This is an optimization exercise on Yosys and OpenROAD, whose aim is small area, not a production implementation. At most, simulation tests tie the RTL to the original design; equivalence was not proved. The RTL of run 2 was laid out without a check of its function. Power and IR drop assume default switching activity.

<file path="design.v">
module edge_detector(
  input  logic clk,
  input  logic rst,
  input  logic in,
  output logic out
);
  logic [1:0] s_reg;
  always_ff @(posedge clk,posedge rst) begin
    if (rst)
      s_reg <= 2'b0;
    else begin
      s_reg[1] <= s_reg[0];
      s_reg[0] <= in;
    end
  end
  assign out = ~s_reg[1] & s_reg[0];
endmodule
module cellCA_sv(
	input logic self,
	input logic [2:0] vs,
	input logic [2:0] vc,
	output logic next);
logic p0, p1, q0, q1;
assign {p1, p0} = vs[0] + vs[1] + vs[2];
assign {q1, q0} = vc[0] + vc[1] + vc[2];
assign next = (p0 & ~q1 & (q0 ^ p1)) |
              (self & ~p0 & (q1 ? (~q0 & ~p1) : (q0 & p1)));
endmodule
module PanelDisplay (
	input logic clk,
	input logic rst,
	input logic cellOn,
	output logic [4:0] cellRow,
	output logic [5:0] cellCol,
	output logic [4:0] cycle20,
	output logic hsync,
	output logic vsync,
	output logic [3:0] red,
	output logic [3:0] green,
	output logic [3:0] blue);
  logic half;            
  logic [3:0] hOne;      
  logic [1:0] hTen;      
  logic [5:0] hCell;     
  logic [4:0] vLine;     
  logic [4:0] vCell;     
  logic hOneEnd, hTenEnd, lineEnd;
  assign hOneEnd = !half && hOne == 4'd9;
  assign hTenEnd = hOneEnd && (hTen == 2'd2 || (hCell == 6'd34 && hTen == 2'd1));
  assign lineEnd = hOneEnd && hCell == 6'd31 && hTen == 2'd0;
  always_ff @(posedge clk, posedge rst) begin
    if (rst) begin
      half <= 1'b0;
      hOne <= 4'd0;
      hTen <= 2'd1;      
      hCell <= 6'd31;
      vLine <= 5'd0;
      vCell <= 5'd0;
    end else begin
      half <= !half;
      if (!half)
        hOne <= (hOne == 4'd9) ? 4'd0 : hOne + 4'd1;
      if (hOneEnd)
        hTen <= hTenEnd ? 2'd0 : hTen + 2'd1;
      if (hTenEnd)
        hCell <= (hCell == 6'd34) ? 6'd0 : hCell + 6'd1;
      if (lineEnd) begin
        if (vLine == 5'd29 || (vCell == 5'd22 && vLine == 5'd5)) begin
          vLine <= 5'd0;
          vCell <= (vCell == 5'd22) ? 5'd0 : vCell + 5'd1;
        end else
          vLine <= vLine + 5'd1;
      end
    end
  end
  assign cellRow = vCell;
  assign cellCol = hCell;
  logic [3:0] hOneLag;
  assign hOneLag = !half ? hOne : (hOne == 4'd0) ? 4'd9 : hOne - 4'd1;
  assign cycle20 = {hOneLag, half};
  logic hsLow;
  always_comb begin
    if (hCell > 6'd25 && hCell < 6'd29)
      hsLow = 1'b1;
    else if (hCell == 6'd25)
      hsLow = hTen != 2'd0 || hOne >= 4'd6;
    else if (hCell == 6'd29)
      hsLow = hTen == 2'd0 && hOne <= 4'd5;
    else
      hsLow = 1'b0;
  end
  assign hsync = !hsLow;
  assign vsync = !(vCell == 5'd21 && vLine >= 5'd7 && vLine <= 5'd12);
  logic leftBar, rightBar, board, grid;
  assign leftBar = hCell > 6'd31 || (hCell == 6'd31 && hTen != 2'd0);   
  assign rightBar = (hCell >= 6'd20 && hCell <= 6'd22) || (hCell == 6'd23 && hTen == 2'd0);  
  assign board = hCell < 6'd20;                                           
  assign grid = (hTen == 2'd2 && hOne == 4'd9) || vLine == 5'd29;
  always_comb begin
    red = 4'b0000;
    green = 4'b0000;
    blue = 4'b0000;
    if (vCell < 5'd20) begin
      if (leftBar || rightBar) begin
        red = 4'b1111;
        green = 4'b1001;
        blue = 4'b1111;
      end else if (board) begin
        if (grid)
          red = 4'b1111;
        else if (cellOn) begin
          red = 4'b1111;
          green = 4'b1111;
          blue = 4'b1111;
        end
      end
    end
  end
endmodule
module GameOfLife_20(
	input logic clk,
	input logic rst,
	input logic load,
	input logic [4:0] load_row,  
	input logic [19:0] load_data,  
	input logic speedButton,  
	output logic vsync_out,
	output logic hsync_out,
	output logic [3:0] red,
	output logic [3:0] green,
	output logic [3:0] blue);
localparam int QN = 10;  
logic vsync, hsync;
logic edgeDet, speedButtonEdge, step;
logic [1:0] vsync_edge;
logic [1:0] speedCounter;
logic [19:0][19:0] ring;   
logic [4:0] r0;            
logic sweep;               
logic sweepReg;
logic clearing;            
assign sweep = step | sweepReg;
always_ff @(posedge clk, posedge rst) begin
	if (rst) begin
		sweepReg <= 1'b1;
		clearing <= 1'b1;
	end else begin
		sweepReg <= sweep & (r0 != 5'd19);
		clearing <= clearing & (r0 != 5'd19);
	end
end
logic rowOk, pending, enq;
logic [5:0] dsum;
logic [4:0] dslot;
logic [19:0] ldSlot;
assign rowOk = load && (load_row < 5'd20);
assign pending = sweep && (load_row > r0);    
assign enq = rowOk && pending;
assign dsum = {1'b0, load_row} + 6'd19 - {1'b0, r0};
assign dslot = (dsum >= 6'd20) ? 5'(dsum - 6'd20) : dsum[4:0];
always_comb
	for (int s = 0; s < 20; s++)
		ldSlot[s] = rowOk && !pending && (dslot == 5'(s));
logic [QN-1:0] qv;
logic [QN-1:0][4:0] qtag;
logic [QN-1:0][19:0] qdata;
logic [QN-1:0] qhit, qfree, qalloc, qwr, qcm;
logic qanyhit, qcommit;
logic [19:0] qout;
always_comb begin
	qanyhit = 1'b0;
	qcommit = 1'b0;
	qout = 20'd0;
	for (int i = 0; i < QN; i++) begin
		qhit[i] = qv[i] && (qtag[i] == load_row);
		qfree[i] = !qv[i];
		qcm[i] = qv[i] && (qtag[i] == r0);
		qanyhit |= qhit[i];
		qcommit |= qcm[i];
		qout |= qcm[i] ? qdata[i] : 20'd0;
	end
	for (int i = 0; i < QN; i++) begin
		qalloc[i] = qfree[i];
		for (int k = 0; k < i; k++)
			if (qfree[k]) qalloc[i] = 1'b0;
		qwr[i] = enq && (qanyhit ? qhit[i] : qalloc[i]);
	end
end
always_ff @(posedge clk, posedge rst) begin
	if (rst)
		qv <= '0;
	else
		for (int i = 0; i < QN; i++)
			if (qwr[i])
				qv[i] <= 1'b1;
			else if (sweep && qcm[i])
				qv[i] <= 1'b0;
end
always_ff @(posedge clk)
	for (int i = 0; i < QN; i++)
		if (qwr[i]) begin
			qtag[i] <= load_row;
			qdata[i] <= load_data;
		end
logic [19:0] above, below, self, newRow;
logic [19:0] lineBuf;
logic [21:0] vs, vc;   
assign self = ring[0];
assign above = (r0 == 5'd0) ? 20'd0 : lineBuf;   
assign below = (r0 == 5'd19) ? 20'd0 : ~ring[1];
assign vs[0] = 1'b0;
assign vc[0] = 1'b0;
assign vs[21] = 1'b0;
assign vc[21] = 1'b0;
genvar j;
generate
for (j = 0; j < 20; j++) begin : g_col
	assign {vc[j+1], vs[j+1]} = above[j] + self[j] + below[j];
	cellCA_sv u_cell (.self(self[j]), .vs(vs[j+2:j]), .vc(vc[j+2:j]), .next(newRow[j]));
end
endgenerate
logic [19:0] wpoint;
always_comb begin
	if (sweep)
		wpoint = qcommit ? qout : clearing ? 20'd0 : newRow;
	else
		wpoint = ring[0];
end
always_ff @(posedge clk) begin
	for (int s = 0; s < 19; s++)
		ring[s] <= ldSlot[s] ? ((s % 2 == 1) ? ~load_data : load_data) : ~ring[s+1];
	ring[19] <= ldSlot[19] ? ~load_data : ~wpoint;
end
logic [4:0] cellRow;
logic [5:0] cellCol;
always_ff @(posedge clk) begin
	if (rowOk && load_row == cellRow)
		lineBuf <= load_data;
	else if (sweep || r0 == cellRow)
		lineBuf <= ring[0];
end
PanelDisplay panel(.clk(clk), .rst(rst), .cellOn(lineBuf[cellCol[4:0]]),
                   .cellRow(cellRow), .cellCol(cellCol), .cycle20(r0), .hsync(hsync),
                   .vsync(vsync), .red(red), .green(green), .blue(blue));
assign vsync_out = vsync;
assign hsync_out = hsync;
edge_detector vsync_edge_det(.clk(clk), .rst(rst), .in(vsync), .out(edgeDet));
edge_detector speedButton_edge(.clk(clk), .rst(rst), .in(speedButton), .out(speedButtonEdge));
always_ff @(posedge clk, posedge rst) begin
	if (rst)
		speedCounter <= 2'd0;
	else if (speedButtonEdge)
		speedCounter <= speedCounter + 2'd1;
end
assign step = edgeDet && ({1'b0, vsync_edge} >= 3'd3 - {1'b0, speedCounter});
always_ff @(posedge clk, posedge rst) begin
	if (rst)
		vsync_edge <= 2'd0;
	else if (edgeDet) begin
		if (step)
			vsync_edge <= 2'd0;
		else
			vsync_edge <= vsync_edge + 2'd1;
	end
end
endmodule
</file>
<file path="flow/run.sh">
#!/bin/bash
set -e
export CTS_ARGS="-sink_clustering_enable -repair_clock_nets -buf_list sky130_fd_sc_hd__clkbuf_2 -sink_clustering_size 8 -dont_use_dummy_load"
bash standard.sh > standard_run.log 2>&1
</file>
<file path="standard.sh">
#!/bin/bash
# synth_recipe.tcl (not shown) runs the flow's synth.tcl, then flattens the netlist and writes it again
# the make line also repeats each setting of config.mk as NAME=value (left out here)
make -C /OpenROAD-flow-scripts/flow DESIGN_CONFIG=/design/flow/config.mk WORK_HOME=/design/flow/orfs CLKGATE_MAP_FILE= SYNTH_SCRIPT=/design/flow/synth_recipe.tcl "${@:-finish}"
</file>
<file path="config.mk">
export PLATFORM = sky130hd
export DESIGN_NAME = GameOfLife_20
export DESIGN_NICKNAME = GameOfLife_20
export VERILOG_FILES = /design/flow/design.v
export SDC_FILE = /design/flow/constraint.sdc
export NUM_CORES = 4
export LEC_CHECK = 0
export CAP_MARGIN = 20
export CORE_MARGIN = 2
export CORE_UTILIZATION = 70
export SLEW_MARGIN = 20
</file>
<file path="constraint.sdc">
create_clock -name core_clock -period 10.0 [get_ports {clk}]
set_input_delay 2.0000 -clock core_clock [delete_from_list [all_inputs] [get_ports {clk}]]
set_output_delay 2.0000 -clock core_clock [all_outputs]
set_load 0.01 [all_outputs]
</file>
==> reports/results.tsv, run 1 <==
stage	metric	value	unit
status	status	timing/DRC/antenna clean	
clock_network	CTS hold repair buffers	0	
timing	RSZ-0062 raised after global routing	no	
worst_hold_path	Hold Path Class	reg -> reg	
setup_path	critical path, cell by cell	inv_1 > a41oi_1 > nand2_1 > a21oi_1 > clkdlybuf4s50_1	
floorplan	die footprint	44900	um^2
synthesis	sequential element share of the synthesized area	56.9	%
clock_network	clk sink count	713	
layout	Layout Cells excl Fill	3241	
routing	DRT Wirelength	75600	um
layout	layout cells sized above 1	11.5	%
clock_network	CTS Buffer Depth	3	
synthesis	Post-synth EDFFs	270	
synthesis	syn nets	2662	
timing	Period Utilization, post-route	61.2	%
place	Area after DPL	31200	um^2
setup_path	Setup crit start	panel.hOne[1]	
synthesis	Mapped Cells	2534	
timing	Clock Skews	0.118	ns
timing	post-layout minimum cycle time	6.12	ns
setup_path	Critical Path AT	4.12	ns
place	# placed instances	3067	
pwr	pwr/cell area	246	nW/um^2
place	DP HPWL	48700	um
routing	drt pass-1 iters	9	
setup_path	cells on worst reg2reg path	15	
pwr	clock network fraction of total power	17.8	%
global_routing	GRT Overall Usage	34.7	%
routing	ANT nets after route	0	
setup_path	data required time at the worst endpoint	8.00	ns
synthesis	Mapped Area	30200	um^2
global_routing	GRT overflow	0	
pwr	switching power	2690	uW
clock_network	Post-CTS Setup Inserts	0	
pwr	Pleak	0.0141	uW
synthesis	top_reg_cell synth	dfxtp_1	
timing	Slew Limit Fails	0	
layout	Top Registers	ring (400), qdata (200), qtag (50)	
routing	wire per inst	23.3	um
routing	vias	20000	
floorplan	Die X	212	um
layout	design area	32100	um^2
synthesis	Synth Register Bits	713	
pwr	Net Sw Frac	34.1	%
synthesis	synth unique cells	83	
timing	Max-slew headroom	28.6	%
pwr	sequential power share	50.7	%
timing	Final Hold Viols	0	
clock_network	root buf cell	clkbuf_2	
setup_path	RR Startpoint	panel.half	
setup_path	Crit. End Element	primary output	
floorplan	num ports	43	
floorplan	Initial Util	70.5	%
setup_path	Slowest Stage Delay on Critical Path	0.89	ns
timing	# setup viols final	0	
clock_network	Resized cells post-CTS	0	
clock_network	total CTS buffers	168	
layout	nets	2781	
setup_path	CP Max Fanout	22	
setup_path	reg2reg setup slack	4.32	ns
setup_path	reg2reg end	ring[382]	
global_routing	largest net degree at the start of global routing	46	
synthesis	mean post-synth cell area	11.9	um^2
run	# Max-Cap Violations	0	
clock_network	CTS tree	built	
floorplan	die height	212	um
routing	Initial DRC Count	2031	
layout	Most flops, register	ring	
routing	DRC Markers	0	
place	gp weighted congestion	0.942	
global_routing	initial antenna violation count	2	
clock_network	H-tree depth	4	
routing	vias per cell	6.16	
timing	Total Neg Setup Slack	0	ns
setup_path	critical path endpoint	blue[2]	
place	count of buffers from port buffering	42	
setup_path	CP max stage cell	dfrtp_1	
floorplan	Core Box Area	42900	um^2
synthesis	synth warn	3	
floorplan	std cell rows	76	
global_routing	first-pass GRT wire length	115000	um
synthesis	ys async rst share	6.03	%
pwr	peak supply drop	0.184	mV
layout	Area Growth Syn to Fin	6.10	%
pwr	Combinational Power Share	31.4	%
clock_network	clk slew on worst S/H paths	0.08	ns
global_routing	vias in the first global route	20100	
clock_network	worst-skew pair later-pin latency	1.35	ns
timing	Max Freq	163	MHz
setup_path	Startpoint Class	flip-flop	
timing	worst slew pin tran	1.07	ns
setup_path	crit path kind	reg -> out	
pwr	internal power	5200	uW
layout	max reg flops	400	
-- cell families after synthesis --
group | Yosys count | synth area share [%]
flops | 713 | 56.9
compound gates | 408 | 9.18
mux | 346 | 11.8
buf+inv | 284 | 4.02
simple gates | 522 | 8.53
xor+xnor | 148 | 4.33
fa+ha+maj | 113 | 5.23
-- layer usage --
metal / GRT usage (%) / share of wire, % / vias to the layer above / wire length (um)
li1: - / - / 9252 / -
met1: 44.0 / 41 / 9780 / 31200
met2: 57.0 / 48 / 792 / 36300
met3: 8.20 / 7.1 / 148 / 5330
met4: 15.6 / 3.8 / 0 / 2850
met5: 0 / 0 / - / 0
-- cells in the mapped netlist, types with 11 or more instances --
cell type	number	share of area [%]
xor2_1	64	1.9
a22oi_1	56	1.4
a21oi_1	110	1.8
edfxtp_1	270	27
inv_1	121	1.5
and3_1	24	0.50
dfrtp_1	35	2.9
nand2b_1	12	0.25
xnor2_1	83	2.4
or3_1	11	0.23
a211oi_1	13	0.32
a222oi_1	20	0.66
nand2_1	130	1.6
nor2_1	142	1.8
a21o_1	23	0.57
o31ai_1	29	0.72
mux2i_1	332	11
dfxtp_1	400	26
ha_1	72	3.0
nor2b_1	19	0.39
buf_2	54	0.89
and2_1	12	0.25
fa_1	27	1.8
nor3_1	38	0.63
nor4_1	13	0.27
nand3_1	45	0.75
o21ai_0	66	1.1
maj3_1	14	0.46
clkbuf_1	86	1.1
nand4_1	18	0.37
buf_4	18	0.45
or2_2	21	0.43
-- per-stage QoR --
step | total power (uW) | utilization (%) | setup WS (ns) | hold slack (ns)
2_1_floorplan | 5680 | - | 4.49 | 0.355
3_3_place_gp | 6350 | 72.7 | 3.44 | 0.363
3_5_place_dp | 6480 | 72.7 | 3.33 | 0.375
4_1_cts | 7890 | 74.7 | 3.77 | 0.320
5_1_grt | 8330 | 74.8 | 3.64 | 0.347
6_report | 7880 | 74.8 | 3.88 | 0.319
-- critical path, delay by kind of cell (launching register included) --
family / cells / cell delay [ns]
and+or+nand+nor: 1 / 0.14
buffers and inverters: 2 / 1.11
AOI/OAI and AO/OA: 2 / 0.71
DFF: 1 / 0.89
-- final cells by class --
class                   count  area, um^2
diodes                      5        12.5
clock buffers             168         841
fillers                  2955       10800
inverters                 121         454
multi-input cells        1537       11900
flip-flops and latches    713       17200
well taps                 585         732
repair buffers            112         961
-- placed cells by master, fill, tap and decap left out, drive strengths merged, types with 19 or more instances in the layout --
master and instances:
dfxtp 400, mux2i 333, nand2 130, inv 121, xnor2 83, clkdlybuf4s50 42
fa 27, o31ai 29, nor2 144, nor3 38, o21ai 68, ha 72
edfxtp 270, and3 24, a222oi 20, a22oi 56, nand3 45, a21o 23
nor2b 19, buf 70, a21oi 110, or2 22, clkbuf 168, dfrtp 35
xor2 64
-- worst min path at each step --
stage                                          from                        end  slack [ns]  cells past startpoint
after detailed placement  speedButton_edge.s_reg[0]  speedButton_edge.s_reg[1]        0.38                      0
after floorplan           speedButton_edge.s_reg[0]  speedButton_edge.s_reg[1]        0.35                      0
after global routing                      ring[266]                  ring[246]        0.35                      1
after global placement    speedButton_edge.s_reg[0]  speedButton_edge.s_reg[1]        0.36                      0
final                                     ring[156]                  ring[136]        0.32                      1
after CTS                                 ring[266]                  ring[246]        0.32                      1
-- power groups by stage --
stage	Combinational [uW]	Sequential, uW	Clock (uW)
6_report	2480	4000	1410
4_1_cts	2460	3990	1440
5_1_grt	2730	4040	1560
3_3_place_gp	2300	4050	0
3_5_place_dp	2430	4050	0
2_1_floorplan	1780	3900	0
==> inputs of run 2 (changes only) <==
--- a/design.v
+++ b/design.v
@@ -129,55 +129,69 @@
 	output logic [3:0] red,
 	output logic [3:0] green,
 	output logic [3:0] blue);
-localparam int QN = 10;  
+localparam int QN = 6;
 logic vsync, hsync;
 logic edgeDet, speedButtonEdge, step;
 logic [1:0] vsync_edge;
 logic [1:0] speedCounter;
-logic [19:0][19:0] ring;   
-logic [4:0] r0;            
-logic sweep;               
+logic [9:0][19:0] ringE, ringO;
+logic [4:0] cycle20;      
+logic [3:0] pair;         
+logic sweep;              
 logic sweepReg;
-logic clearing;            
+logic clearing;           
+assign pair = (cycle20 >= 5'd10) ? 4'(cycle20 - 5'd10) : cycle20[3:0];
 assign sweep = step | sweepReg;
 always_ff @(posedge clk, posedge rst) begin
 	if (rst) begin
 		sweepReg <= 1'b1;
 		clearing <= 1'b1;
 	end else begin
-		sweepReg <= sweep & (r0 != 5'd19);
-		clearing <= clearing & (r0 != 5'd19);
+		sweepReg <= sweep & (pair != 4'd9);
+		clearing <= clearing & (pair != 4'd9);
 	end
 end
 logic rowOk, pending, enq;
-logic [5:0] dsum;
-logic [4:0] dslot;
-logic [19:0] ldSlot;
+logic [3:0] lpair;
+logic [4:0] dsum;
+logic [3:0] dslot;
+logic [9:0] ldE, ldO;
 assign rowOk = load && (load_row < 5'd20);
-assign pending = sweep && (load_row > r0);    
+assign lpair = load_row[4:1];
+assign pending = sweep && (lpair > pair);    
 assign enq = rowOk && pending;
-assign dsum = {1'b0, load_row} + 6'd19 - {1'b0, r0};
-assign dslot = (dsum >= 6'd20) ? 5'(dsum - 6'd20) : dsum[4:0];
+assign dsum = {1'b0, lpair} + 5'd9 - {1'b0, pair};
+assign dslot = (dsum >= 5'd10) ? 4'(dsum - 5'd10) : dsum[3:0];
 always_comb
-	for (int s = 0; s < 20; s++)
-		ldSlot[s] = rowOk && !pending && (dslot == 5'(s));
+	for (int s = 0; s < 10; s++) begin
+		ldE[s] = rowOk && !pending && !load_row[0] && (dslot == 4'(s));
+		ldO[s] = rowOk && !pending && load_row[0] && (dslot == 4'(s));
+	end
 logic [QN-1:0] qv;
 logic [QN-1:0][4:0] qtag;
 logic [QN-1:0][19:0] qdata;
 logic [QN-1:0] qhit, qfree, qalloc, qwr, qcm;
-logic qanyhit, qcommit;
-logic [19:0] qout;
+logic qanyhit, qcommitE, qcommitO;
+logic [19:0] qoutE, qoutO;
 always_comb begin
 	qanyhit = 1'b0;
-	qcommit = 1'b0;
-	qout = 20'd0;
+	qcommitE = 1'b0;
+	qcommitO = 1'b0;
+	qoutE = 20'd0;
+	qoutO = 20'd0;
 	for (int i = 0; i < QN; i++) begin
 		qhit[i] = qv[i] && (qtag[i] == load_row);
-		qfree[i] = !qv[i];
-		qcm[i] = qv[i] && (qtag[i] == r0);
+		qcm[i] = sweep && qv[i] && (qtag[i][4:1] == pair);
+		qfree[i] = !qv[i] || qcm[i];    
 		qanyhit |= qhit[i];
-		qcommit |= qcm[i];
-		qout |= qcm[i] ? qdata[i] : 20'd0;
+		if (qcm[i] && !qtag[i][0]) begin
+			qcommitE = 1'b1;
+			qoutE |= qdata[i];
+		end
+		if (qcm[i] && qtag[i][0]) begin
+			qcommitO = 1'b1;
+			qoutO |= qdata[i];
+		end
 	end
 	for (int i = 0; i < QN; i++) begin
 		qalloc[i] = qfree[i];
@@ -193,7 +207,7 @@
 		for (int i = 0; i < QN; i++)
 			if (qwr[i])
 				qv[i] <= 1'b1;
-			else if (sweep && qcm[i])
+			else if (qcm[i])
 				qv[i] <= 1'b0;
 end
 always_ff @(posedge clk)
@@ -202,45 +216,58 @@
 			qtag[i] <= load_row;
 			qdata[i] <= load_data;
 		end
-logic [19:0] above, below, self, newRow;
 logic [19:0] lineBuf;
-logic [21:0] vs, vc;   
-assign self = ring[0];
-assign above = (r0 == 5'd0) ? 20'd0 : lineBuf;   
-assign below = (r0 == 5'd19) ? 20'd0 : ~ring[1];
-assign vs[0] = 1'b0;
-assign vc[0] = 1'b0;
-assign vs[21] = 1'b0;
-assign vc[21] = 1'b0;
+logic [19:0] rowA, rowE, rowO, rowB, newE, newO;
+assign rowA = (pair == 4'd0) ? 20'd0 : lineBuf;
+assign rowE = ringE[0];
+assign rowO = ringO[0];
+assign rowB = (pair == 4'd9) ? 20'd0 : ~ringE[1];
+logic [21:0] vsE, vcE, vsO, vcO;   
+assign vsE[0] = 1'b0;
+assign vcE[0] = 1'b0;
+assign vsE[21] = 1'b0;
+assign vcE[21] = 1'b0;
+assign vsO[0] = 1'b0;
+assign vcO[0] = 1'b0;
+assign vsO[21] = 1'b0;
+assign vcO[21] = 1'b0;
 genvar j;
 generate
 for (j = 0; j < 20; j++) begin : g_col
-	assign {vc[j+1], vs[j+1]} = above[j] + self[j] + below[j];
-	cellCA_sv u_cell (.self(self[j]), .vs(vs[j+2:j]), .vc(vc[j+2:j]), .next(newRow[j]));
+	assign {vcE[j+1], vsE[j+1]} = rowA[j] + rowE[j] + rowO[j];
+	assign {vcO[j+1], vsO[j+1]} = rowE[j] + rowO[j] + rowB[j];
+	cellCA_sv u_cellE (.self(rowE[j]), .vs(vsE[j+2:j]), .vc(vcE[j+2:j]), .next(newE[j]));
+	cellCA_sv u_cellO (.self(rowO[j]), .vs(vsO[j+2:j]), .vc(vcO[j+2:j]), .next(newO[j]));
 end
 endgenerate
-logic [19:0] wpoint;
+logic [19:0] wpE, wpO;
 always_comb begin
-	if (sweep)
-		wpoint = qcommit ? qout : clearing ? 20'd0 : newRow;
-	else
-		wpoint = ring[0];
+	if (sweep) begin
+		wpE = qcommitE ? qoutE : clearing ? 20'd0 : newE;
+		wpO = qcommitO ? qoutO : clearing ? 20'd0 : newO;
+	end else begin
+		wpE = ringE[0];
+		wpO = ringO[0];
+	end
 end
 always_ff @(posedge clk) begin
-	for (int s = 0; s < 19; s++)
-		ring[s] <= ldSlot[s] ? ((s % 2 == 1) ? ~load_data : load_data) : ~ring[s+1];
-	ring[19] <= ldSlot[19] ? ~load_data : ~wpoint;
+	for (int s = 0; s < 9; s++) begin
+		ringE[s] <= ldE[s] ? ((s % 2 == 1) ? ~load_data : load_data) : ~ringE[s+1];
+		ringO[s] <= ldO[s] ? ((s % 2 == 1) ? ~load_data : load_data) : ~ringO[s+1];
+	end
+	ringE[9] <= ldE[9] ? ~load_data : ~wpE;
+	ringO[9] <= ldO[9] ? ~load_data : ~wpO;
 end
 logic [4:0] cellRow;
 logic [5:0] cellCol;
 always_ff @(posedge clk) begin
 	if (rowOk && load_row == cellRow)
 		lineBuf <= load_data;
-	else if (sweep || r0 == cellRow)
-		lineBuf <= ring[0];
+	else if (sweep || cellRow[4:1] == pair)
+		lineBuf <= (sweep || cellRow[0]) ? ringO[0] : ringE[0];
 end
 PanelDisplay panel(.clk(clk), .rst(rst), .cellOn(lineBuf[cellCol[4:0]]),
-                   .cellRow(cellRow), .cellCol(cellCol), .cycle20(r0), .hsync(hsync),
+                   .cellRow(cellRow), .cellCol(cellCol), .cycle20(cycle20), .hsync(hsync),
                    .vsync(vsync), .red(red), .green(green), .blue(blue));
 assign vsync_out = vsync;
 assign hsync_out = hsync;
==> flow/run.sh (replaced) <==
#!/bin/bash
set -e
export CTS_ARGS="-sink_clustering_enable -repair_clock_nets -buf_list sky130_fd_sc_hd__clkbuf_2 -sink_clustering_size 6 -dont_use_dummy_load"
export BUFFER_PORTS_ARGS="-buffer_cell sky130_fd_sc_hd__buf_1"
bash standard.sh > standard_run.log 2>&1
--- a/config.mk
+++ b/config.mk
@@ -5,7 +5,7 @@
 export SDC_FILE = /design/flow/constraint.sdc
 export NUM_CORES = 4
 export LEC_CHECK = 0
-export CAP_MARGIN = 20
+export CAP_MARGIN = 0
 export CORE_MARGIN = 2
 export CORE_UTILIZATION = 70
-export SLEW_MARGIN = 20
+export SLEW_MARGIN = 0
==> run 2 against run 1 <==
Against the previous run: synthesized cell count grew 17%; via count grew 13%; setup slack lost 1.1 ns; global-route usage grew 2.5 points; critical path type is now reg -> reg; non-clock buffer count shrank 4; maximum frequency shrank 16%; highest routed layer is now met5; worst hold slack gained 0.058 ns.
==> reports/results.tsv, run 2 <==
stage	metric	value	unit
status	status	timing/DRC/antenna clean	
global_routing	met1 Use GR	52.8	%
clock_network	total CTS buffers	147	
layout	most common cell after layout, fill and taps aside	dfxtp_1	
worst_hold_path	Hold Path Class	reg -> reg	
synthesis	most common cell in the synthesized netlist	dfxtp_1	
layout	commonest cells after routing, fill and taps aside	dfxtp_1 (400), nor2_1 (251), a21oi_1 (244)	
setup_path	Startpoint Class	flip-flop	
place	count of buffers from port buffering	42	
synthesis	post-synth top area share	26.5	%
timing	Slew Limit Fails	0	
timing	post-layout minimum cycle time	7.26	ns
run	# Max-Cap Violations	0	
synthesis	synth unique cells	76	
place	gp weighted congestion	0.986	
setup_path	CP max stage cell	or3_2	
synthesis	most frequent cells after synthesis	dfxtp_1 (400), nor2_1 (255), a21oi_1 (244), inv_1 (236), nand2_1 (213)	
pwr	Net Sw Frac	40.1	%
pwr	internal power	5440	uW
synthesis	Post-synth EDFFs	170	
global_routing	busiest grt layer	met1	
pwr	clock network fraction of total power	13.7	%
clock_network	clk slew on worst S/H paths	0.10	ns
floorplan	num ports	43	
synthesis	mux share of post-synthesis cell area	6.89	%
synthesis	syn nets	3214	
setup_path	Slowest Stage Delay on Critical Path	0.97	ns
synthesis	Synth Area in Adders	12.3	%
routing	drt pass-1 iters	6	
layout	layout cells sized above 1	13.5	%
routing	DRC Markers	0	
timing	Clock Skews	0.111	ns
synthesis	sequential element share of the synthesized area	46.6	%
floorplan	Die X	212	um
clock_network	root buf cell	clkbuf_2	
global_routing	GRT Overall Usage	37.2	%
timing	RSZ-0062 raised after global routing	no	
routing	DRT Wirelength	82100	um
synthesis	compound-gate portion of the synthesized area	13.3	%
setup_path	CP top delay family	simple AND/OR/NAND/NOR gates	
pwr	Total Power	9090	uW
routing	vias	22600	
timing	Total Neg Setup Slack	0	ns
global_routing	GRT overflow	0	
clock_network	CTS tree	built	
clock_network	H-tree depth	4	
floorplan	Initial Util	70.6	%
global_routing	vias in the first global route	22300	
synthesis	ys async rst share	6.40	%
pwr	pwr/cell area	288	nW/um^2
timing	Max Freq	138	MHz
setup_path	critical path, cell by cell	inv_1 > nand2_1 > and2_1 > ha_1 > nor2b_4 > o21ai_1 > and4b_1 > a31o_2 > inv_1 > ha_1 > inv_1 > ha_1 > fa_1 > or3b_2 > a21boi_1 > a21oi_4 > xnor2_2 > or2_1 > or3_2 > nor2_1 > a21oi_2	
global_routing	largest net degree at the start of global routing	50	
pwr	Combinational Power Share	45.4	%
floorplan	std cell rows	76	
global_routing	initial antenna violation count	5	
routing	ANT nets after route	0	
routing	Initial DRC Count	2841	
synthesis	mean post-synth cell area	10.2	um^2
synthesis	Synth Area in XOR/XNOR	1.59	%
timing	Max-slew headroom	15.8	%
routing	wire per inst	22.9	um
clock_network	worst-skew pair later-pin latency	1.13	ns
synthesis	top_reg_cell synth	dfxtp_1	
setup_path	Critical Path AT	8.20	ns
synthesis	area leader, netlist	dfxtp_1	
setup_path	data required time at the worst endpoint	10.94	ns
timing	Period Utilization, post-route	72.6	%
setup_path	CP Max Fanout	40	
clock_network	Resized cells post-CTS	0	
timing	worst slew pin tran	1.26	ns
global_routing	first-pass GRT wire length	126000	um
clock_network	Post-CTS Setup Inserts	0	
pwr	Pleak	0.0140	uW
synthesis	synth warn	3	
setup_path	crit path kind	reg -> reg	
floorplan	die height	212	um
floorplan	die footprint	44900	um^2
clock_network	clk sink count	609	
setup_path	worst path bufs/invs	3	
pwr	sequential power share	40.9	%
place	DP HPWL	55500	um
clock_network	CTS Buffer Depth	3	
global_routing	GRT met2 Usage	52.5	%
timing	Final Hold Viols	0	
synthesis	simple-gate share of the synthesized area	13.2	%
layout	nets	3260	
pwr	switching power	3640	uW
synthesis	largest family of logic cells by synthesized area	compound AO/OA/AOI/OAI gates	
timing	# setup viols final	0	
floorplan	Core Box Area	42900	um^2
setup_path	Crit. End Element	flip-flop	
synthesis	Mapped Cells	2957	
clock_network	CTS hold repair buffers	0	
routing	vias per cell	6.29	
synthesis	Synth Register Bits	609	
layout	Top Registers	ringE (200), ringO (200), qdata (120)	
synthesis	largest cells by area after synthesis	dfxtp_1 (26%), edfxtp_1 (17%), fa_1 (7.5%)	
global_routing	M3 GR Usage	12.6	%
pwr	peak supply drop	0.173	mV
layout	Area Growth Syn to Fin	4.24	%
synthesis	Mapped Area	30300	um^2
## run 2: cell types whose count changed in the layout (fill, tap and decap cells not counted), moves of 34 or more
cell | previous run | this run
xnor2_1 | 83 | 23
xor2_1 | 64 | 30
nor2_2 | 6 | 42
ha_1 | 72 | 114
inv_1 | 120 | 236
a21oi_1 | 110 | 244
a21oi_2 | 0 | 40
clkdlybuf4s50_1 | 42 | 0
buf_1 | 0 | 42
nand2_1 | 130 | 213
edfxtp_1 | 270 | 170
nor2_1 | 137 | 251
mux2i_1 | 332 | 195
fa_1 | 27 | 114
## run 2: per-layer routing
layer | wire (um) | share of wire [%]
met1 | 33700 | 41
met2 | 34200 | 42
met3 | 11600 | 14
met4 | 2450 | 3.0
met5 | 13 | 0.016
## run 2: logic make-up (layout without fill, tap and decap cells)
family,after synthesis,after routing
simple gates,789,789
compound gates,628,628
flops,609,609
buf+inv,448,492
fa+ha+maj,228,228
mux,201,201
xor+xnor,54,54
other cells,0,4
## run 2: stage by stage
stage / hold slack [ns] / setup WS (ns) / utilization, % / cell area (um^2) / std cells
2_1_floorplan: 0.355 / 4.43 / - / 30300 / 2957
3_3_place_gp: 0.360 / 3.17 / 71.8 / 30800 / 3439
3_5_place_dp: 0.380 / 2.85 / 71.8 / 30800 / 3439
4_1_cts: 0.376 / 2.86 / 73.6 / 31500 / 3586
5_1_grt: 0.367 / 2.34 / 73.6 / 31500 / 3587
6_report: 0.377 / 2.74 / 73.6 / 31600 / 3590
## run 2: power groups by stage
| stage | clock [uW] | sequential (uW) | combinational [uW] |
|---|---|---|---|
| 6_report | 1240 | 3720 | 4130 |
| 5_1_grt | 1360 | 3750 | 4660 |
| 4_1_cts | 1260 | 3680 | 4080 |
| 3_5_place_dp | 0 | 3730 | 4040 |
| 3_3_place_gp | 0 | 3720 | 3640 |
| 2_1_floorplan | 0 | 3500 | 2990 |
## run 2: area by class of cell
cell class | count | area [um^2]
clock buffers | 147 | 736
flip-flops and latches | 609 | 14100
well taps | 585 | 732
inverters | 237 | 890
repair buffers | 108 | 653
diodes | 4 | 10.0
fillers | 3125 | 11300
multi-input cells | 1900 | 14400
## run 2: worst reg2reg max path, cell delays in order, from the launching register on
cell      delay, ns
dfrtp_1        0.93
inv_1          0.38
nand2_1        0.26
and2_1         0.17
ha_1           0.39
nor2b_4        0.09
o21ai_1        0.40
and4b_1        0.43
a31o_2         0.22
inv_1          0.07
ha_1           0.30
inv_1          0.06
ha_1           0.21
fa_1           0.49
or3b_2         0.46
a21boi_1       0.34
a21oi_4        0.09
xnor2_2        0.26
or2_1          0.31
or3_2          0.97
nor2_1         0.31
a21oi_2        0.04
## run 2: final timing paths
check / from / to / slack (ns) / depth (start not counted)
worst max-delay path: panel.half / ringE[87] / 2.74 / 21
worst min-delay path: ringO[97] / ringO[77] / 0.38 / 1
worst max register to register: panel.half / ringE[87] / 2.74 / 21
worst min register to register: ringO[97] / ringO[77] / 0.38 / 1
max in group asynchronous: rst / panel.vCell[3] / 8.54 / 3
min in group asynchronous: rst / vsync_edge_det.s_reg[0] / 1.00 / 3
==> inputs of run 3 (changes only) <==
--- a/design.v
+++ b/design.v
@@ -20,11 +20,12 @@
 	input logic [2:0] vs,
 	input logic [2:0] vc,
 	output logic next);
-logic p0, p1, q0, q1;
-assign {p1, p0} = vs[0] + vs[1] + vs[2];
-assign {q1, q0} = vc[0] + vc[1] + vc[2];
-assign next = (p0 & ~q1 & (q0 ^ p1)) |
-              (self & ~p0 & (q1 ? (~q0 & ~p1) : (q0 & p1)));
+logic p0, p1, q0, q1, h, c;
+assign {p1, p0} = {1'b0, vs[0]} + {1'b0, vs[1]} + {1'b0, vs[2]};
+assign {q1, q0} = {1'b0, vc[0]} + {1'b0, vc[1]} + {1'b0, vc[2]};
+assign h = p1 ^ q0;
+assign c = p1 & q0;
+assign next = (p0 & h & ~(c | q1)) | (self & ~p0 & ~h & (c ^ q1));
 endmodule
 module PanelDisplay (
 	input logic clk,
@@ -234,8 +235,8 @@
 genvar j;
 generate
 for (j = 0; j < 20; j++) begin : g_col
-	assign {vcE[j+1], vsE[j+1]} = rowA[j] + rowE[j] + rowO[j];
-	assign {vcO[j+1], vsO[j+1]} = rowE[j] + rowO[j] + rowB[j];
+	assign {vcE[j+1], vsE[j+1]} = {1'b0, rowA[j]} + {1'b0, rowE[j]} + {1'b0, rowO[j]};
+	assign {vcO[j+1], vsO[j+1]} = {1'b0, rowE[j]} + {1'b0, rowO[j]} + {1'b0, rowB[j]};
 	cellCA_sv u_cellE (.self(rowE[j]), .vs(vsE[j+2:j]), .vc(vcE[j+2:j]), .next(newE[j]));
 	cellCA_sv u_cellO (.self(rowO[j]), .vs(vsO[j+2:j]), .vc(vcO[j+2:j]), .next(newO[j]));
 end
==> run 3 against run 2 <==
Against the previous run: still clean on timing, DRC and antenna; critical path depth grew 2; die area shrank 2.1%; flip-flop and latch count is the same; routed wire length grew 7.1%; cell count shrank 2.0%; design area shrank 1.8%; via count grew 2.4%; largest cell class is now sequential cells; largest power group unchanged; highest routed layer unchanged.
==> reports/results.tsv, run 3 <==
stage	metric	value	unit
global_routing	GRT overflow	0	
synthesis	synth warn	3	
layout	most common cell after layout, fill and taps aside	dfxtp_1	
synthesis	most common cell in the synthesized netlist	dfxtp_1	
timing	RSZ-0062 raised after global routing	no	
layout	Multi-input gate area	13900	um^2
timing	# setup viols final	0	
timing	Max Freq	133	MHz
synthesis	top_reg_cell synth	dfxtp_1	
timing	worst slew pin tran	1.37	ns
layout	Layout Cells excl Fill	3519	
routing	DRT Wirelength	87900	um
synthesis	mean post-synth cell area	10.1	um^2
setup_path	data required time at the worst endpoint	11.15	ns
setup_path	Critical Path AT	8.68	ns
routing	wire per inst	25.0	um
synthesis	most frequent cells after synthesis	dfxtp_1 (400), nor2_1 (307), a21oi_1 (280), inv_1 (234), edfxtp_1 (170)	
clock_network	clk sink count	609	
routing	DRC Markers	0	
setup_path	reg2reg setup slack	2.46	ns
floorplan	Core Box Area	41900	um^2
timing	Period Utilization, post-route	75.4	%
pwr	peak supply drop	0.183	mV
floorplan	die footprint	44000	um^2
pwr	pwr/cell area	275	nW/um^2
status	status	timing/DRC/antenna clean	
setup_path	Crit. End Element	flip-flop	
synthesis	synth unique cells	79	
synthesis	compound-gate portion of the synthesized area	12.0	%
synthesis	sequential element share of the synthesized area	47.6	%
synthesis	Synth Area in XOR/XNOR	1.63	%
clock_network	clk slew on worst S/H paths	0.08	ns
synthesis	Mapped Cells	2922	
timing	Total Neg Setup Slack	0	ns
routing	vias per cell	6.58	
routing	vias	23100	
global_routing	GRT Overall Usage	40.9	%
synthesis	mux share of post-synthesis cell area	5.98	%
layout	Fill cells	3006	
synthesis	area leader, netlist	dfxtp_1	
global_routing	largest net degree at the start of global routing	63	
worst_hold_path	Hold Path Class	reg -> reg	
clock_network	worst-skew pair later-pin latency	1.39	ns
timing	post-layout minimum cycle time	7.54	ns
floorplan	num ports	43	
worst_hold_path	hold_sp	ringO[67]	
run	# Max-Cap Violations	0	
clock_network	Post-CTS Setup Inserts	0	
clock_network	CTS tree	built	
synthesis	largest family of logic cells by synthesized area	simple AND/OR/NAND/NOR gates	
clock_network	CTS Buffer Depth	3	
place	# placed instances	3363	
routing	drt pass-1 iters	8	
clock_network	CTS hold repair buffers	0	
floorplan	Initial Util	70.7	%
layout	Top Registers	ringE (200), ringO (200), qdata (120)	
timing	Clock Skews	0.204	ns
place	gp weighted congestion	1.05	
clock_network	Resized cells post-CTS	0	
synthesis	Synth Area in Adders	12.3	%
global_routing	first-pass GRT wire length	134000	um
setup_path	Startpoint Class	flip-flop	
layout	Sequential Area	14100	um^2
layout	layout cells sized above 1	10.5	%
clock_network	H-tree depth	4	
floorplan	Die X	210	um
place	count of buffers from port buffering	42	
layout	Area Growth Syn to Fin	4.65	%
pwr	Pleak	0.0127	uW
clock_network	root buf cell	clkbuf_2	
synthesis	Mapped Area	29600	um^2
layout	commonest cells after routing, fill and taps aside	dfxtp_1 (400), nor2_1 (293), a21oi_1 (280)	
synthesis	syn nets	3171	
routing	Initial DRC Count	2580	
global_routing	vias in the first global route	23200	
synthesis	Post-synth EDFFs	170	
setup_path	CP Max Fanout	20	
layout	nets	3226	
global_routing	initial antenna violation count	6	
routing	ANT nets after route	0	
timing	Slew Limit Fails	0	
floorplan	std cell rows	75	
synthesis	simple-gate share of the synthesized area	14.7	%
floorplan	die height	210	um
setup_path	crit path kind	reg -> reg	
synthesis	largest cells by area after synthesis	dfxtp_1 (27%), edfxtp_1 (17%), fa_1 (8.0%)	
synthesis	ys async rst share	6.40	%
timing	Max-slew headroom	7.14	%
place	DP HPWL	59900	um
setup_path	RR Startpoint	panel.half	
timing	Final Hold Viols	0	
clock_network	total CTS buffers	151	
synthesis	post-synth top area share	27.0	%
synthesis	Synth Register Bits	609	
setup_path	Setup crit start	panel.half	
timing	hold_ws	0.283	ns
-- run 3: path summary, 6_finish.rpt --
path,end,cells past startpoint
max reg2reg,ringO[188],23
min in group asynchronous,speedCounter[1],3
min,ringO[47],1
min reg2reg,ringO[47],1
max in group asynchronous,qv[5],3
max,ringO[188],23
-- run 3: final cells by class --
type	instances	share of cell area, %
flip-flops and latches	609	45.5
multi-input cells	1867	44.8
inverters	236	2.86
clock buffers	151	2.44
repair buffers	112	2.21
well taps	539	2.18
diodes	5	0.0404
-- run 3: per-layer routing --
layer  vias to the layer above  part of all wire [%]  wire (um)  GRT usage (%)
li1                      10300                     -          -              -
met1                     11100                    37      32700           51.0
met2                      1417                    45      39100           62.5
met3                       345                    12      10100           12.2
met4                         4                   6.7       5860           26.5
met5                         -                 0.025         22              0
-- run 3: cells by family after synthesis --
logic type | Yosys count
and+or+nand+nor | 861
buffers and inverters | 446
adders and majority gates | 220
DFF | 609
muxes | 169
AOI/OAI and AO/OA | 562
xor gates and xnor gates | 55
-- run 3: worst max-delay path, stage by stage, from the launching register on --
cell and delay [ns]:
dfrtp_1 0.84, nor2b_2 0.43, o21ai_0 0.17, mux2_2 0.30
ha_1 0.30, and3b_1 0.24, or4_1 0.23, and4b_1 0.49
a31o_2 0.26, inv_1 0.07, ha_1 0.30, inv_1 0.05
ha_1 0.22, fa_1 0.55, inv_1 0.09, ha_1 0.22
inv_1 0.09, a221o_1 0.36, nor3_1 0.21, o21ai_1 0.30
a211oi_4 1.01, a2111oi_0 0.14, nand3_1 0.39, o221ai_1 0.19
-- run 3: power by group --
part | total, uW | internal [uW] | switching, uW
Combinational | 3670 | 1620 | 2050
Clock | 1270 | 393 | 881
Sequential | 3570 | 3220 | 349
-- run 3: per-stage QoR --
| stage | area, um^2 | total power [uW] | setup WS [ns] | utilization, % |
|---|---|---|---|---|
| 4_1_cts | 31000 | 8450 | 2.65 | 74.0 |
| 6_report | 31000 | 8520 | 2.46 | 74.0 |
| 3_5_place_dp | 30200 | 7190 | 2.69 | 72.2 |
| 5_1_grt | 31000 | 9120 | 2.02 | 74.0 |
| 3_3_place_gp | 30200 | 6890 | 3.01 | 72.2 |
| 2_1_floorplan | 29600 | 6050 | 4.17 | - |
==> inputs of run 4 (changes only) <==
==> flow/run.sh (replaced) <==
#!/bin/bash
set -e
export CTS_ARGS="-sink_clustering_enable -repair_clock_nets -buf_list sky130_fd_sc_hd__clkbuf_2 -sink_clustering_size 6 -sink_buffer_max_cap_derate 0.7 -dont_use_dummy_load"
export BUFFER_PORTS_ARGS="-buffer_cell sky130_fd_sc_hd__buf_1"
bash standard.sh > standard_run.log 2>&1
==> run 4 against run 3 <==
Against the previous run: combinational power about the same; sequential share of layout area unchanged; clock skew unchanged; still clean; critical endpoint unchanged; largest power group unchanged; flip-flop and latch count unchanged; critical path depth unchanged; highest routed layer unchanged; maximum frequency unchanged.
==> reports/results.tsv, run 4 <==
stage	metric	value	unit
setup_path	RR Startpoint	panel.half	
routing	drt pass-1 iters	8	
setup_path	CP top delay family	compound AO/OA/AOI/OAI gates	
layout	Area Growth Syn to Fin	4.65	%
clock_network	H-tree depth	4	
timing	Slew Limit Fails	0	
global_routing	first-pass GRT wire length	134000	um
clock_network	CTS Buffer Depth	3	
synthesis	mean post-synth cell area	10.1	um^2
floorplan	num ports	43	
setup_path	reg2reg end	ringO[188]	
layout	Top Registers	ringE (200), ringO (200), qdata (120)	
timing	Clock Skews	0.204	ns
synthesis	top_reg_cell synth	dfxtp_1	
timing	RSZ-0062 raised after global routing	no	
layout	layout cells sized above 1	10.5	%
routing	vias	23100	
clock_network	CTS hold repair buffers	0	
synthesis	largest cells by area after synthesis	dfxtp_1 (27%), edfxtp_1 (17%), fa_1 (8.0%)	
routing	ANT nets after route	0	
floorplan	Core Box Area	41900	um^2
layout	Multi-input gate area	13900	um^2
place	DP HPWL	59900	um
setup_path	CP max stage cell	a211oi_4	
worst_hold_path	hold_sp	ringO[67]	
layout	Fill cells	3006	
synthesis	post-synth top area share	27.0	%
run	# Max-Cap Violations	0	
routing	vias per cell	6.58	
global_routing	GRT overflow	0	
status	status	timing/DRC/antenna clean	
timing	# setup viols final	0	
routing	wire per inst	25.0	um
synthesis	Mapped Cells	2922	
layout	Layout Cells excl Fill	3519	
pwr	Pleak	0.0127	uW
clock_network	CTS tree	built	
timing	Final Hold Viols	0	
routing	DRC Markers	0	
pwr	peak supply drop	0.183	mV
place	count of buffers from port buffering	42	
floorplan	Die X	210	um
clock_network	Post-CTS Setup Inserts	0	
layout	nets	3226	
clock_network	clk sink count	609	
routing	DRT Wirelength	87900	um
floorplan	std cell rows	75	
setup_path	Crit. End Element	flip-flop	
synthesis	Post-synth EDFFs	170	
clock_network	clk slew on worst S/H paths	0.08	ns
setup_path	critical path, cell by cell	nor2b_2 > o21ai_0 > mux2_2 > ha_1 > and3b_1 > or4_1 > and4b_1 > a31o_2 > inv_1 > ha_1 > inv_1 > ha_1 > fa_1 > inv_1 > ha_1 > inv_1 > a221o_1 > nor3_1 > o21ai_1 > a211oi_4 > a2111oi_0 > nand3_1 > o221ai_1	
clock_network	total CTS buffers	151	
layout	Util after Layout	74.0	%
timing	Max-slew headroom	7.14	%
synthesis	area leader, netlist	dfxtp_1	
timing	Max Freq	133	MHz
clock_network	root buf cell	clkbuf_2	
place	# placed instances	3363	
setup_path	Slowest Stage Delay on Critical Path	1.01	ns
worst_hold_path	Min-Delay Endpoint	ringO[47]	
floorplan	die height	210	um
timing	Total Neg Setup Slack	0	ns
pwr	pwr/cell area	275	nW/um^2
timing	post-layout minimum cycle time	7.54	ns
synthesis	syn nets	3171	
synthesis	synth warn	3	
setup_path	data required time at the worst endpoint	11.15	ns
synthesis	ys async rst share	6.40	%
synthesis	most common cell in the synthesized netlist	dfxtp_1	
setup_path	worst path bufs/invs	4	
worst_hold_path	Hold Path Class	reg -> reg	
floorplan	Initial Util	70.7	%
synthesis	Synth Register Bits	609	
setup_path	cells on worst reg2reg path	23	
layout	most common cell after layout, fill and taps aside	dfxtp_1	
pwr	Total Power	8520	uW
layout	Sequential Area	14100	um^2
setup_path	crit path kind	reg -> reg	
setup_path	Startpoint Class	flip-flop	
setup_path	CP Max Fanout	20	
synthesis	synth unique cells	79	
synthesis	Mapped Area	29600	um^2
global_routing	largest net degree at the start of global routing	63	
setup_path	Critical Path AT	8.68	ns
global_routing	GRT Overall Usage	40.9	%
synthesis	most frequent cells after synthesis	dfxtp_1 (400), nor2_1 (307), a21oi_1 (280), inv_1 (234), edfxtp_1 (170)	
floorplan	die footprint	44000	um^2
timing	worst slew pin tran	1.37	ns
worst_hold_path	Worst Hold Depth	1	
place	gp weighted congestion	1.05	
setup_path	reg2reg setup slack	2.46	ns
clock_network	worst-skew pair later-pin latency	1.39	ns
clock_network	Resized cells post-CTS	0	
layout	commonest cells after routing, fill and taps aside	dfxtp_1 (400), nor2_1 (293), a21oi_1 (280)	
routing	Initial DRC Count	2580	
global_routing	vias in the first global route	23200	
timing	Period Utilization, post-route	75.4	%
global_routing	initial antenna violation count	6	
synthesis	sequential element share of the synthesized area	47.6	%
## run 4: cell counts after synthesis
No cell type changed its count.
## run 4: worst reg2reg max path, delay by kind of cell (launching register included)
kind	cells	cell delay (ns)
and+or+nand+nor	6	2.00
DFF	1	0.84
muxes	1	0.30
adders and majority gates	5	1.59
AOI/OAI and AO/OA	7	2.43
buffers and inverters	4	0.30
## run 4: cells by family after synthesis
logic type               after synthesis  share of synthesized area (%)
AND/OR/NAND/NOR                      861                           14.7
flip-flops                           609                           47.6
AO/OA/AOI/OAI                        562                           12.0
buffers and inverters                446                           5.89
adder cells (fa/ha/maj)              220                           12.3
multiplexers                         169                           5.98
XOR/XNOR                              55                           1.63
## run 4: worst max path at each step
| stage | end | depth (start not counted) | start |
|---|---|---|---|
| floorplan | ringO[100] | 23 | panel.hOne[0] |
| global placement | ringE[198] | 22 | panel.half |
| detailed placement | ringE[183] | 23 | panel.half |
| CTS | ringE[181] | 23 | panel.half |
| global route | ringO[186] | 23 | panel.half |
| finish | ringO[188] | 23 | panel.half |
## run 4: per-stage QoR
| step | setup slack, ns | cell area (um^2) | hold WS, ns |
|---|---|---|---|
| after floorplan | 4.17 | 29600 | 0.355 |
| after global placement | 3.01 | 30200 | 0.370 |
| after detailed placement | 2.69 | 30200 | 0.373 |
| after CTS | 2.65 | 31000 | 0.290 |
| after global routing | 2.02 | 31000 | 0.245 |
| final | 2.46 | 31000 | 0.283 |
## run 4: area by class of cell
class,instances,area share [%]
clock buffer,151,2.44
antenna,5,0.0404
multi-input combinational,1867,44.8
tap,539,2.18
inverter,236,2.86
sequential,609,45.5
timing repair buffer,112,2.21
## run 4: layer usage
metal / GRT usage, % / part of all wire [%]
met1: 51.0 / 37
met2: 62.5 / 45
met3: 12.2 / 12
met4: 26.5 / 6.7
met5: 0 / 0.025
## run 4: report_power, final
part           internal, uW  total, uW  leakage (uW)  switching (uW)
logic                  1620       3670       0.00668            2050
registers              3220       3570       0.00541             349
clock network           393       1270      0.000627             881
==> inputs of run 5 (changes only) <==
==> flow/run.sh (replaced) <==
#!/bin/bash
set -e
export CTS_ARGS="-sink_clustering_enable -repair_clock_nets -buf_list sky130_fd_sc_hd__clkbuf_4 -dont_use_dummy_load"
export BUFFER_PORTS_ARGS="-buffer_cell sky130_fd_sc_hd__buf_1"
bash standard.sh > standard_run.log 2>&1
--- a/config.mk
+++ b/config.mk
@@ -5,7 +5,7 @@
 export SDC_FILE = /design/flow/constraint.sdc
 export NUM_CORES = 4
 export LEC_CHECK = 0
-export CAP_MARGIN = 0
+export CAP_MARGIN = 10
 export CORE_MARGIN = 2
 export CORE_UTILIZATION = 70
 export SLEW_MARGIN = 0
==> run 5 against run 4 <==
Against the previous run: now fails the layout checks on max-capacitance violations, max-slew violations; non-clock buffer count unchanged; synthesized cell count unchanged; clock-buffer cell count is 4 higher; cell count rose by 0.17%; combinational power about the same; first-iteration DRC count is 0.78% lower; sequential power about the same; via count shrank 0.19%; die area did not move; synthesized area did not move; clock power rose by 24%; global-route usage about the same; critical path type unchanged; critical endpoint is now ringE[183]; highest routed layer unchanged.
==> reports/results.tsv, run 5 <==
stage	metric	value	unit
setup_path	reg2reg end	ringE[183]	
clock_network	CTS hold repair buffers	0	
timing	post-layout minimum cycle time	7.47	ns
clock_network	clk sink count	609	
timing	Max-slew headroom	-1.36	%
synthesis	synth unique cells	79	
layout	Top Registers	ringE (200), ringO (200), qdata (120)	
status	status	finished with violations	
global_routing	largest net degree at the start of global routing	63	
synthesis	mean post-synth cell area	10.1	um^2
setup_path	cells on worst reg2reg path	23	
routing	Initial DRC Count	2560	
global_routing	GRT met2 Usage	62.5	%
status	layout check faults	max-capacitance violations, max-slew violations	
timing	final worst setup slack	2.53	ns
clock_network	total CTS buffers	155	
layout	Area Growth Syn to Fin	6.04	%
pwr	pwr/cell area	281	nW/um^2
timing	RSZ-0062 raised after global routing	no	
timing	Period Utilization, post-route	74.7	%
routing	DRT Wirelength	87700	um
routing	ANT nets after route	0	
synthesis	syn nets	3171	
floorplan	die footprint	44000	um^2
setup_path	crit path kind	reg -> reg	
setup_path	reg2reg setup slack	2.53	ns
global_routing	met1 Use GR	50.4	%
worst_hold_path	Hold Path Class	reg -> reg	
synthesis	top_reg_cell synth	dfxtp_1	
synthesis	most common cell in the synthesized netlist	dfxtp_1	
timing	Final Hold Viols	0	
synthesis	most frequent cells after synthesis	dfxtp_1 (400), nor2_1 (307), a21oi_1 (280), inv_1 (234), edfxtp_1 (170)	
synthesis	Mapped Cells	2922	
clock_network	Resized cells post-CTS	0	
place	DP HPWL	59900	um
synthesis	Synth Register Bits	609	
synthesis	area leader, netlist	dfxtp_1	
place	count of buffers from port buffering	42	
clock_network	CTS tree	built	
floorplan	Core Box Area	41900	um^2
pwr	switching power	3270	uW
layout	nets	3230	
layout	layout cells sized above 1	10.6	%
floorplan	std cell rows	75	
routing	DRC Markers	0	
clock_network	CTS Buffer Depth	3	
clock_network	Post-CTS Setup Inserts	0	
routing	vias	23100	
timing	# setup viols final	0	
setup_path	Startpoint Class	flip-flop	
routing	wire per inst	24.9	um
routing	drt pass-1 iters	9	
global_routing	busiest grt layer	met2	
pwr	sequential power share	40.6	%
timing	Total Neg Setup Slack	0	ns
synthesis	post-synth top area share	27.0	%
global_routing	GRT Overall Usage	41.0	%
place	gp weighted congestion	1.05	
setup_path	Critical Path AT	8.31	ns
synthesis	sequential element share of the synthesized area	47.6	%
timing	Clock Skews	0.124	ns
clock_network	clk slew on worst S/H paths	0.06	ns
global_routing	GRT overflow	0	
global_routing	first-pass GRT wire length	134000	um
pwr	peak supply drop	0.191	mV
pwr	Pleak	0.0128	uW
timing	worst slew pin tran	1.50	ns
synthesis	Post-synth EDFFs	170	
clock_network	root buf cell	clkbuf_4	
place	# placed instances	3363	
timing	Slew Limit Fails	1	
global_routing	initial antenna violation count	6	
place	Placement Setup Slack	2.69	ns
routing	vias per cell	6.55	
pwr	Combinational Power Share	41.6	%
run	# Max-Cap Violations	1	
setup_path	Crit. End Element	flip-flop	
setup_path	RR Startpoint	panel.half	
layout	most common cell after layout, fill and taps aside	dfxtp_1	
synthesis	synth warn	3	
timing	Max Freq	134	MHz
worst_hold_path	Worst Hold Depth	1	
clock_network	H-tree depth	4	
synthesis	ys async rst share	6.40	%
pwr	Net Sw Frac	37.1	%
synthesis	Mapped Area	29600	um^2
layout	commonest cells after routing, fill and taps aside	dfxtp_1 (400), nor2_1 (293), a21oi_1 (280)	
setup_path	data required time at the worst endpoint	10.83	ns
global_routing	vias in the first global route	23300	
floorplan	die height	210	um
synthesis	largest cells by area after synthesis	dfxtp_1 (27%), edfxtp_1 (17%), fa_1 (8.0%)	
floorplan	Initial Util	70.7	%
worst_hold_path	Min-Delay Endpoint	ringE[88]	
worst_hold_path	hold_sp	ringE[108]	
layout	Layout Cells excl Fill	3525	
floorplan	Die X	210	um
pwr	clock network fraction of total power	17.8	%
global_routing	M3 GR Usage	12.7	%
floorplan	num ports	43	
setup_path	CP Max Fanout	20	
clock_network	worst-skew pair later-pin latency	1.02	ns
pwr	internal power	5550	uW
run 5: worst max path at each step:
stage	from	endpoint	slack, ns
after floorplan	panel.hOne[0]	ringO[100]	4.17
after global placement	panel.half	ringE[198]	3.01
after detailed placement	panel.half	ringE[183]	2.69
after CTS	panel.half	ringE[181]	2.63
after global routing	panel.half	ringO[186]	2.05
final	panel.half	ringE[183]	2.53
run 5: final cells by class:
cell class / instances / area, um^2
clock buffers: 155 / 1160
repair buffers: 112 / 686
fillers: 2947 / 10500
well taps: 539 / 674
inverters: 236 / 886
flip-flops and latches: 609 / 14100
diodes: 7 / 17.5
multi-input cells: 1867 / 13900
run 5: per-stage QoR:
| stage | cell area, um^2 | total power [uW] | util, % | hold WS [ns] |
|---|---|---|---|---|
| 2_1_floorplan | 29600 | 6050 | - | 0.355 |
| 5_1_grt | 31400 | 9450 | 75.0 | 0.309 |
| 6_report | 31400 | 8820 | 75.0 | 0.302 |
| 3_3_place_gp | 30200 | 6890 | 72.2 | 0.370 |
| 4_1_cts | 31400 | 8770 | 75.0 | 0.296 |
| 3_5_place_dp | 30200 | 7190 | 72.2 | 0.373 |
run 5: routing by layer:
metal	routed length, um	vias up
met2	39300	1412
met3	9980	332
met5	46	-
met4	5900	8
met1	32500	11100
li1	-	10300
run 5: cell families (layout without fill, tap and decap cells):
group / after synthesis / count (layout) / synth area share, %
xor gates and xnor gates: 55 / 55 / 1.63
buffers and inverters: 446 / 503 / 5.89
muxes: 169 / 169 / 5.98
AOI/OAI and AO/OA: 562 / 562 / 12.0
other: 0 / 7 / 0
adders and majority gates: 220 / 220 / 12.3
DFF: 609 / 609 / 47.6
and+or+nand+nor: 861 / 861 / 14.7
run 5: power groups by stage:
stage,Sequential [uW],Combinational (uW),Clock [uW]
after CTS,3550,3620,1600
after detailed placement,3600,3590,0
after global placement,3590,3300,0
final,3580,3670,1570
after floorplan,3420,2630,0
after global routing,3610,4120,1720
run 5: worst max-delay path: stages, from the launching register on:
cell and delay, ns:
dfrtp_1 0.84, nor2b_2 0.43, o21ai_0 0.18, mux2_2 0.30
ha_1 0.30, and3b_1 0.24, or4_1 0.23, and4b_1 0.50
a31o_2 0.26, inv_1 0.07, ha_1 0.30, inv_1 0.05
ha_1 0.22, fa_1 0.55, inv_1 0.09, ha_1 0.22
inv_1 0.09, a221o_1 0.36, o21a_1 0.19, o21ai_1 0.62
a211o_1 0.21, and2_1 0.68, nand3_1 0.17, o31ai_1 0.30
==> inputs of run 6 (changes only) <==
--- a/design.v
+++ b/design.v
@@ -21,8 +21,13 @@
 	input logic [2:0] vc,
 	output logic next);
 logic p0, p1, q0, q1, h, c;
-assign {p1, p0} = {1'b0, vs[0]} + {1'b0, vs[1]} + {1'b0, vs[2]};
-assign {q1, q0} = {1'b0, vc[0]} + {1'b0, vc[1]} + {1'b0, vc[2]};
+logic p0n, p1n, q0n, q1n;
+assign {p1n, p0n} = {1'b0, ~vs[0]} + {1'b0, ~vs[1]} + {1'b0, ~vs[2]};
+assign {q1n, q0n} = {1'b0, ~vc[0]} + {1'b0, ~vc[1]} + {1'b0, ~vc[2]};
+assign p0 = ~p0n;
+assign p1 = ~p1n;
+assign q0 = ~q0n;
+assign q1 = ~q1n;
 assign h = p1 ^ q0;
 assign c = p1 & q0;
 assign next = (p0 & h & ~(c | q1)) | (self & ~p0 & ~h & (c ^ q1));
==> flow/run.sh (replaced) <==
#!/bin/bash
set -e
export CTS_ARGS="-sink_clustering_enable -repair_clock_nets -buf_list sky130_fd_sc_hd__clkbuf_2 -sink_clustering_size 6 -dont_use_dummy_load"
export BUFFER_PORTS_ARGS="-buffer_cell sky130_fd_sc_hd__buf_1"
bash standard.sh > standard_run.log 2>&1
--- a/config.mk
+++ b/config.mk
@@ -5,7 +5,7 @@
 export SDC_FILE = /design/flow/constraint.sdc
 export NUM_CORES = 4
 export LEC_CHECK = 0
-export CAP_MARGIN = 10
+export CAP_MARGIN = 0
 export CORE_MARGIN = 2
 export CORE_UTILIZATION = 70
 export SLEW_MARGIN = 0
==> run 6 against run 5 <==
Against the previous run: the run now finishes clean; combinational power up 2%; setup slack better by 0.026 ns; flip-flop and latch count unchanged; first-iteration DRC count down 10%; sequential power about the same; worst hold slack worse by 0.034 ns; via count down 6.5%; critical endpoint is now ringO[180]; largest power group unchanged.
==> reports/results.tsv, run 6 <==
stage	metric	value	unit
routing	DRC Markers	0	
global_routing	GRT Overall Usage	37.6	%
synthesis	sequential element share of the synthesized area	48.8	%
setup_path	worst path bufs/invs	5	
floorplan	std cell rows	74	
synthesis	ys async rst share	6.40	%
synthesis	Synth Area in XOR/XNOR	2.19	%
layout	most common cell after layout, fill and taps aside	dfxtp_1	
global_routing	largest net degree at the start of global routing	47	
routing	drt pass-1 iters	6	
floorplan	Initial Util	70.8	%
layout	Fill cells	2902	
synthesis	Synth Area in Adders	12.6	%
layout	Multi-input gate area	13200	um^2
synthesis	area leader, netlist	dfxtp_1	
clock_network	total CTS buffers	147	
setup_path	CP Max Fanout	36	
timing	worst slew pin tran	1.26	ns
layout	Area Growth Syn to Fin	4.97	%
global_routing	M3 GR Usage	14.7	%
synthesis	Mapped Area	28900	um^2
clock_network	CTS hold repair buffers	0	
floorplan	Core Box Area	40800	um^2
worst_hold_path	Worst Hold Depth	1	
pwr	peak supply drop	0.162	mV
timing	RSZ-0062 raised after global routing	no	
timing	Slew Limit Fails	0	
synthesis	synth unique cells	77	
floorplan	Die X	207	um
timing	Clock Skews	0.181	ns
synthesis	post-synth top area share	27.7	%
clock_network	H-tree depth	4	
status	status	timing/DRC/antenna clean	
routing	vias per cell	6.39	
timing	# setup viols final	0	
synthesis	largest cells by area after synthesis	dfxtp_1 (28%), edfxtp_1 (18%), fa_1 (8.2%)	
synthesis	compound-gate portion of the synthesized area	13.5	%
timing	Period Utilization, post-route	74.5	%
layout	layout cells sized above 1	10.2	%
pwr	pwr/cell area	283	nW/um^2
routing	vias	21600	
clock_network	clk sink count	609	
place	DP HPWL	52500	um
global_routing	GRT met2 Usage	55.5	%
timing	Max Freq	134	MHz
synthesis	most common cell in the synthesized netlist	dfxtp_1	
clock_network	CTS tree	built	
setup_path	crit path kind	reg -> reg	
setup_path	cells on worst reg2reg path	19	
clock_network	Post-CTS Setup Inserts	0	
setup_path	CP Depth	19	
setup_path	CP top delay family	adder cells	
run	# Max-Cap Violations	0	
global_routing	GRT overflow	0	
setup_path	CP max stage cell	o311ai_1	
timing	final worst setup slack	2.55	ns
global_routing	busiest grt layer	met2	
synthesis	most frequent cells after synthesis	dfxtp_1 (400), a21oi_1 (267), inv_1 (257), nor2_1 (240), mux2i_1 (181)	
clock_network	clk slew on worst S/H paths	0.12	ns
setup_path	Critical Path AT	8.61	ns
place	gp weighted congestion	0.937	
setup_path	critical path, cell by cell	inv_1 > ha_1 > ha_1 > nand3b_1 > a21oi_2 > a2bb2oi_1 > or2_2 > inv_1 > ha_1 > fa_1 > inv_1 > ha_1 > inv_1 > o311ai_1 > nand4_1 > buf_4 > nand2_1 > a211oi_1 > a31o_2	
clock_network	root buf cell	clkbuf_2	
timing	Max-slew headroom	16.1	%
synthesis	largest family of logic cells by synthesized area	compound AO/OA/AOI/OAI gates	
synthesis	Synth Register Bits	609	
clock_network	CTS Buffer Depth	3	
timing	post-layout minimum cycle time	7.45	ns
worst_hold_path	Hold Path Class	reg -> reg	
synthesis	mux share of post-synthesis cell area	6.74	%
clock_network	Resized cells post-CTS	0	
setup_path	data required time at the worst endpoint	11.16	ns
timing	Final Hold Viols	0	
setup_path	reg2reg setup slack	2.55	ns
synthesis	simple-gate share of the synthesized area	10.2	%
floorplan	die footprint	42900	um^2
synthesis	Mapped Cells	2764	
synthesis	Post-synth EDFFs	170	
routing	Initial DRC Count	2294	
routing	ANT nets after route	0	
layout	nets	3093	
floorplan	num ports	43	
clock_network	worst-skew pair later-pin latency	1.38	ns
global_routing	vias in the first global route	21800	
routing	wire per inst	23.5	um
synthesis	synth warn	3	
layout	Top Registers	ringE (200), ringO (200), qdata (120)	
setup_path	Crit. End Element	flip-flop	
layout	Util after Layout	74.3	%
synthesis	syn nets	3014	
global_routing	met1 Use GR	48.5	%
global_routing	first-pass GRT wire length	123000	um
pwr	Pleak	0.0132	uW
setup_path	Startpoint Class	flip-flop	
synthesis	mean post-synth cell area	10.5	um^2
layout	commonest cells after routing, fill and taps aside	dfxtp_1 (400), a21oi_1 (267), inv_1 (257)	
floorplan	die height	207	um
global_routing	initial antenna violation count	7	
place	count of buffers from port buffering	42	
routing	DRT Wirelength	79400	um
synthesis	top_reg_cell synth	dfxtp_1	
timing	Total Neg Setup Slack	0	ns
place	Placement Setup Slack	2.83	ns
setup_path	Slowest Stage Delay on Critical Path	0.86	ns
layout	Sequential Area	14100	um^2
## run 6: cell types whose count changed in the layout (fill, tap and decap cells not counted), sizes merged, moves of 24 or more
cell    previous run  this run
nor4              47        10
o21ai             66       120
nand3             89        33
nor3              38        14
o221ai            26         2
nor2             307       240
## run 6: where the power goes
group,total (uW),leakage (uW),switching [uW],internal (uW)
clock,1260,0.000611,874,383
combinational,3740,0.00719,2090,1650
sequential,3580,0.00542,370,3210
## run 6: cells by family (layout without fill, tap and decap cells)
logic type                 Yosys count  count (layout)
DFF                                609             609
adders and majority gates          221             221
muxes                              187             187
buffers and inverters              437             514
xor gates and xnor gates            66              66
other                                0               5
and+or+nand+nor                    621             621
AOI/OAI and AO/OA                  623             623
## run 6: layout make-up
class                      count  area share [%]
inverter                     257            3.18
sequential                   609            46.5
multi-input combinational   1718            43.5
timing repair buffer         110            2.20
clock buffer                 147            2.43
antenna                        5          0.0412
tap                          532            2.19
## run 6: stage by stage
step	power [uW]	hold slack (ns)	cells	instance area, um^2
5_1_grt	9310	0.266	3377	30300
4_1_cts	8520	0.289	3373	30300
3_3_place_gp	6940	0.364	3226	29600
3_5_place_dp	7260	0.376	3226	29600
6_report	8580	0.268	3378	30300
2_1_floorplan	6170	0.355	2764	28900
## run 6: worst paths after layout
kind / start / to
hold / removal: ringO[94] / ringO[74]
setup / recovery: panel.half / ringO[180]
setup reg to reg: panel.half / ringO[180]
min in group asynchronous: rst / qv[0]
hold reg to reg: ringO[94] / ringO[74]
max in group asynchronous: rst / qv[4]
## run 6: metal layers
| metal | wire [um] | vias up | part of all wire [%] |
|---|---|---|---|
| li1 | - | 9696 | - |
| met1 | 31300 | 10400 | 39 |
| met2 | 34500 | 1235 | 43 |
| met3 | 9990 | 270 | 13 |
| met4 | 3480 | 10 | 4.4 |
| met5 | 106 | - | 0.13 |

==> re-timing with driven ports <==
The results above use ideal ports. As a check the final layouts listed here were re-extracted and re-timed, cells and wires unchanged. Step 1: set_driving_cell puts a clkbuf_16 on clk and a buf_2 on each other input, an assumption about the parent block. Step 2 times the ports against the registers' clock, not the clock port: input delays grow and output delays shrink by t, the midpoint of the rising clock arrivals with the driver on. Slacks: ideal / step 1 / step 2; pairs: ideal / step 1.
run | t (ns) | slack for setup (ns)
run 1 | 1.353 | 3.881 / 3.825 / 3.189
run 2 | 1.130 | 2.736 / 2.736 / 2.736
run 3 | 1.335 | 2.463 / 2.463 / 2.463
run 4 | 1.335 | 2.463 / 2.463 / 2.463
run 5 | 1.017 | 2.525 / 2.525 / 2.525
run 6 | 1.352 | 2.551 / 2.551 / 2.551
